This is an optimization exercise on Yosys and OpenROAD, whose aim is small area and a short achievable clock period, not a production implementation.
Where RTL was checked, it was by simulation tests only, not by an equivalence proof against the original.
Power is estimated from default activity; no workload was simulated.

Design FPU_top, start of the top module:
module FPU_top  #(
    parameter NUM_OP    = 1
)(
    input logic                 i_clk           ,
    input logic                 i_rst_n         ,
    input logic [NUM_OP-1:0]    i_add_sub       ,
    input logic [31:0]          i_32_a          ,
    input logic [31:0]          i_32_b          ,
    output logic [31:0]         o_32_s          ,
    output logic                o_ov_flag       ,
    output logic                o_un_flag
);
Size in the first run: about 2200 cells after synthesis, roughly 110 flip-flops, roughly 13000 um^2 of cells after synthesis.
Settings: LEC_CHECK=0, ABC_AREA=1, CAP_MARGIN=20, CORE_MARGIN=2, CORE_UTILIZATION=40, PLACE_DENSITY=0.6, SLEW_MARGIN=20; clock period 15.0 ns.
standard.sh (not shown) runs the stock make flow with config.mk's settings and CLKGATE_MAP_FILE= SYNTH_SCRIPT=/design/flow/synth_recipe.tcl, a recipe that flattens the netlist after the stock synthesis.
==> flow/flow/run.sh <==
#!/bin/bash
set -euo pipefail
bash standard.sh SETUP_SLACK_MARGIN=9.8 "BUFFER_PORTS_ARGS=-buffer_cell sky130_fd_sc_hd__buf_2" finish > standard_flow.log 2>&1
The baseline produced a clean layout.
Then changed:
--- a/flow/design.v
+++ b/flow/design.v
@@ -753,35 +753,34 @@
     .i_exp_a            (w_ea),
     .i_man_a            ({1'b1, w_fa}),
     .i_sign_b           (w_sb),
     .i_exp_b            (w_eb),
     .i_man_b            ({1'b1, w_fb}),
     .o_sel_exp          (w_sel_exp),
     .o_sel_man          (w_sel_man)
 );
 logic [22:0] r_big, r_small;
 logic [4:0]  r_shamt;
 logic [7:0]  r_emax;
-logic        r_sign, r_eff_sub, r_swap2, r_near, r_sh0n, r_sh0, r_sel_exp;
+logic        r_sign, r_eff_sub, r_swap2, r_near, r_sh0n, r_sel_exp;
 logic [1:0]  r_sel_man;
 always_ff @( posedge i_clk ) begin
     r_big       <= w_big;
     r_small     <= w_small;
     r_shamt     <= w_shamt;
     r_emax      <= w_emax;
     r_sign      <= w_sign;
     r_eff_sub   <= w_eff_sub;
     r_swap2     <= w_swap2;
     r_near      <= w_near;
     r_sh0n      <= ~w_shamt[0];
-    r_sh0       <= w_shamt[0];
     r_sel_exp   <= w_sel_exp;
     r_sel_man   <= w_sel_man;
 end
 logic [27:0] w_A, w_Bf;
 logic [27:0] w_sh [5:0];
 logic [27:0] w_Rf, w_Nf;
 logic        w_coutf, w_ovf, w_zerof, w_rndf, w_rnd_ovf;
 logic [7:0]  w_expf;
 assign w_A = {1'b1, r_big, 4'b0};
 assign w_sh[0] = {1'b1, r_small, 4'b0} ^ {28{r_eff_sub}};
 generate
@@ -798,24 +797,23 @@
 assign w_rnd_ovf = w_rndf & (&w_Nf[27:4]);
 always_comb begin
     if (w_zerof)                  w_expf = 8'h00;
     else if (w_ovf | w_rnd_ovf)   w_expf = r_emax + 8'd1;
     else if (w_Rf[27])            w_expf = r_emax;
     else                          w_expf = r_emax - 8'd1;
 end
 logic [27:0] w_Bn, w_Sn, w_Rn, w_Nn;
 logic [4:0]  w_lz;
 logic        w_zeron;
 logic [7:0]  w_expn;
-assign w_Bn[27:14] = r_sh0n ? {1'b1, r_small[22:10]} : {1'b0, 1'b1, r_small[22:11]};
-assign w_Bn[13:0]  = r_sh0  ? {r_small[10:0], 3'b0} : {r_small[9:0], 4'b0};
+assign w_Bn = r_sh0n ? {1'b1, r_small, 4'b0} : {1'b0, 1'b1, r_small, 3'b0};
 assign w_Sn = w_A + ~w_Bn + {27'd0, ~r_swap2};
 assign w_Rn = w_Sn ^ {28{r_swap2}};
 logic [31:0] w_lzd_in;
 assign w_lzd_in = {w_Rn[27:4], 8'hFF};
 logic [15:0] w_v1;  logic [15:0] w_p1;
 logic [7:0]  w_v2;  logic [1:0]  w_p2 [7:0];
 logic [3:0]  w_v3;  logic [2:0]  w_p3 [3:0];
 logic [1:0]  w_v4;  logic [3:0]  w_p4 [1:0];
 generate
     for (gi = 0; gi < 16; gi++) begin : GEN_LZ1
         assign w_v1[gi] = w_lzd_in[2*gi+1] | w_lzd_in[2*gi];
=> Worst setup slack loses 44 ps. Non-clock buffer count goes down by 13. Area after synthesis goes up slightly. Critical path depth is unchanged. Wire length goes up slightly. Sequential share of layout area goes down by 0.12 points. Maximum frequency goes down slightly. Total power goes up slightly.
No functional check of the RTL was part of the first run of this note.

== run a ==
Another version of the RTL of FPU_top (not shown whole).
For scale: ~2200 cells after synthesis, ~110 flip-flops, roughly 13000 um2 of cells after synthesis.
export LEC_CHECK = 0
export ABC_AREA = 1
export CAP_MARGIN = 20
export CORE_MARGIN = 2
export CORE_UTILIZATION = 40
export PLACE_DENSITY = 0.6
export SLEW_MARGIN = 20
create_clock -name core_clock -period 15.0 [get_ports {i_clk}]
==> flow/flow/run.sh <==
#!/bin/bash
set -euo pipefail
bash standard.sh SETUP_SLACK_MARGIN=9 "BUFFER_PORTS_ARGS=-buffer_cell sky130_fd_sc_hd__buf_2" finish > standard_flow.log 2>&1
--- input diff run a..run b ---
--- a/flow/design.v
+++ b/flow/design.v
@@ -758,24 +758,23 @@
     .o_sel_exp          (w_sel_exp),
     .o_sel_man          (w_sel_man)
 );
 logic [22:0] r_big, r_small;
 logic [4:0]  r_shamt;
 logic [7:0]  r_emax;
-logic        r_sign, r_eff_sub, r_swap2, r_near, r_sh0n, r_sel_exp;
+logic        r_sign, r_eff_sub, r_swap2, r_near, r_sel_exp;
 logic [1:0]  r_sel_man;
 always_ff @( posedge i_clk ) begin
     r_big       <= w_big;
     r_small     <= w_small;
     r_shamt     <= w_shamt;
     r_emax      <= w_emax;
     r_sign      <= w_sign;
     r_eff_sub   <= w_eff_sub;
     r_swap2     <= w_swap2;
     r_near      <= w_near;
-    r_sh0n      <= ~w_shamt[0];
     r_sel_exp   <= w_sel_exp;
     r_sel_man   <= w_sel_man;
 end
 logic [27:0] w_A, w_Bf;
 logic [27:0] w_sh [5:0];
 logic [27:0] w_Rf, w_Nf;
@@ -798,18 +797,17 @@
 always_comb begin
     if (w_zerof)                  w_expf = 8'h00;
     else if (w_ovf | w_rnd_ovf)   w_expf = r_emax + 8'd1;
     else if (w_Rf[27])            w_expf = r_emax;
     else                          w_expf = r_emax - 8'd1;
 end
-logic [27:0] w_Bn, w_Sn, w_Rn, w_Nn;
+logic [27:0] w_Sn, w_Rn, w_Nn;
 logic [4:0]  w_lz;
 logic        w_zeron;
 logic [7:0]  w_expn;
-assign w_Bn = r_sh0n ? {1'b1, r_small, 4'b0} : {1'b0, 1'b1, r_small, 3'b0};
-assign w_Sn = w_A + ~w_Bn + {27'd0, ~r_swap2};
+assign w_Sn = w_A + w_sh[1] + {27'd0, ~r_swap2};
 assign w_Rn = w_Sn ^ {28{r_swap2}};
 logic [31:0] w_lzd_in;
 assign w_lzd_in = {w_Rn[27:4], 8'hFF};
 logic [15:0] w_v1;  logic [15:0] w_p1;
 logic [7:0]  w_v2;  logic [1:0]  w_p2 [7:0];
 logic [3:0]  w_v3;  logic [2:0]  w_p3 [3:0];
@@ -839,13 +837,13 @@
 generate
     for (gi = 4; gi >= 0; gi--) begin : GEN_LSHIFT
         assign w_ls[gi] = w_lz[gi] ? {w_ls[gi+1][27-(1<<gi):0], {(1<<gi){1'b0}}} : w_ls[gi+1];
     end
 endgenerate
 assign w_Nn = w_ls[0];
-assign w_expn = w_zeron ? 8'd24 : r_emax;
+assign w_expn = w_zeron ? 8'h00 : (r_emax - {3'b0, w_lz});
 logic [22:0] w_man_pre;
 logic        w_rnd_sel, w_ov_flag, w_un_flag;
 logic [7:0]  w_exp;
 always_comb begin
     case (r_sel_man)
         2'b01:   begin w_man_pre = 23'd0; w_rnd_sel = 1'b0;  end
@@ -854,33 +852,28 @@
             w_man_pre = r_near ? w_Nn[26:4] : w_Nf[26:4];
             w_rnd_sel = ~r_near & w_rndf;
         end
     endcase
 end
 assign w_exp     = r_sel_exp ? 8'hFF : (r_near ? w_expn : w_expf);
-logic [4:0]  w_lzq;
-assign w_lzq     = (r_near & ~r_sel_exp) ? w_lz : 5'd0;
 assign w_ov_flag = ~r_near & (w_ovf | w_rnd_ovf);
 assign w_un_flag = r_near ? ~w_Rn[27] : ~w_Rf[27];
 logic        q_sign, q_rnd;
 logic [7:0]  q_exp;
-logic [4:0]  q_lz;
 logic [22:0] q_man;
 always_ff @( posedge i_clk or negedge i_rst_n ) begin
     if(~i_rst_n) begin
         q_sign              <= '0;
         q_exp               <= '0;
-        q_lz                <= '0;
         q_man               <= '0;
         q_rnd               <= '0;
         o_ov_flag           <= '0;
         o_un_flag           <= '0;
     end else begin
         q_sign              <= r_sign;
         q_exp               <= w_exp;
-        q_lz                <= w_lzq;
         q_man               <= w_man_pre;
         q_rnd               <= w_rnd_sel;
         o_ov_flag           <= w_ov_flag;
         o_un_flag           <= w_un_flag;
     end
 end
@@ -895,10 +888,8 @@
                 assign w_pa[gi+1][gj] = w_pa[gi][gj];
         end
     end
 endgenerate
 logic [22:0] w_inc;
 assign w_inc = {w_pa[5][21:0], 1'b1} & {23{q_rnd}};
-logic [7:0] w_exp_out;
-assign w_exp_out = q_exp - {3'b0, q_lz};
-assign o_32_s = {q_sign, w_exp_out, q_man ^ w_inc};
+assign o_32_s = {q_sign, q_exp, q_man ^ w_inc};
 endmodule
Findings:
- In summary, run b completed successfully, with a layout that passed the timing, design-rule and antenna checks.
- Final worst setup slack, run b and run a: larger value in run a
- | count of nets after finishing | lower: run a |
- Summary of run b over run a: met3 layer usage reported by global route now sits higher; final cell count picked up an extra about 3%.
- The full die area number comes out higher for run b vs run a.
- | global-route usage | lower: run a |
- Run b reports a lower logic depth of the worst setup path including buffers than run a does.
- Net switching share of the total power in run b is 0.59 points above run a.
No functional check of the RTL was part of any run of this note.

[afterwards: timing with drivers on the ports]
No port has a modelled driver above. Below, the same layouts with a new extraction and two added sets of constraints.
Step 1 sets driving cells, clkbuf_16 on the clock port and buf_2 on the other inputs (assumed; they add their load-dependent delay and slew).
Step 2 also shifts input and output timing later by t, the mid clock arrival at the registers, as if the neighbouring blocks saw the same clock.
Slacks: ideal ports / drivers / drivers and shift; pairs: ideal ports / drivers.
run | t, ns | slack for setup (ns) | hold WS [ns] | worst setup path at the end | pins driven straight from the clock port
the first run of note 1 | 0.417 | 9.897 / 9.848 / 9.586 | 0.361 / 0.361 / 0.361 | input to register | 1
the second run of note 1 | 0.413 | 9.852 / 9.806 / 9.654 | 0.328 / 0.328 / 0.328 | input to register | 1
run a | 0.418 | 8.806 / 8.758 / 9.176 | 0.363 / 0.363 / 0.363 | register to output | 1
run b | 0.420 | 8.802 / 8.749 / 9.118 | 0.335 / 0.335 / 0.335 | input to register | 1
After both steps every run listed still meets setup and hold. For the first run of note 1, which loses most, drivers alone change the setup slack by -0.049 ns; drivers and shift together by -0.311 ns.
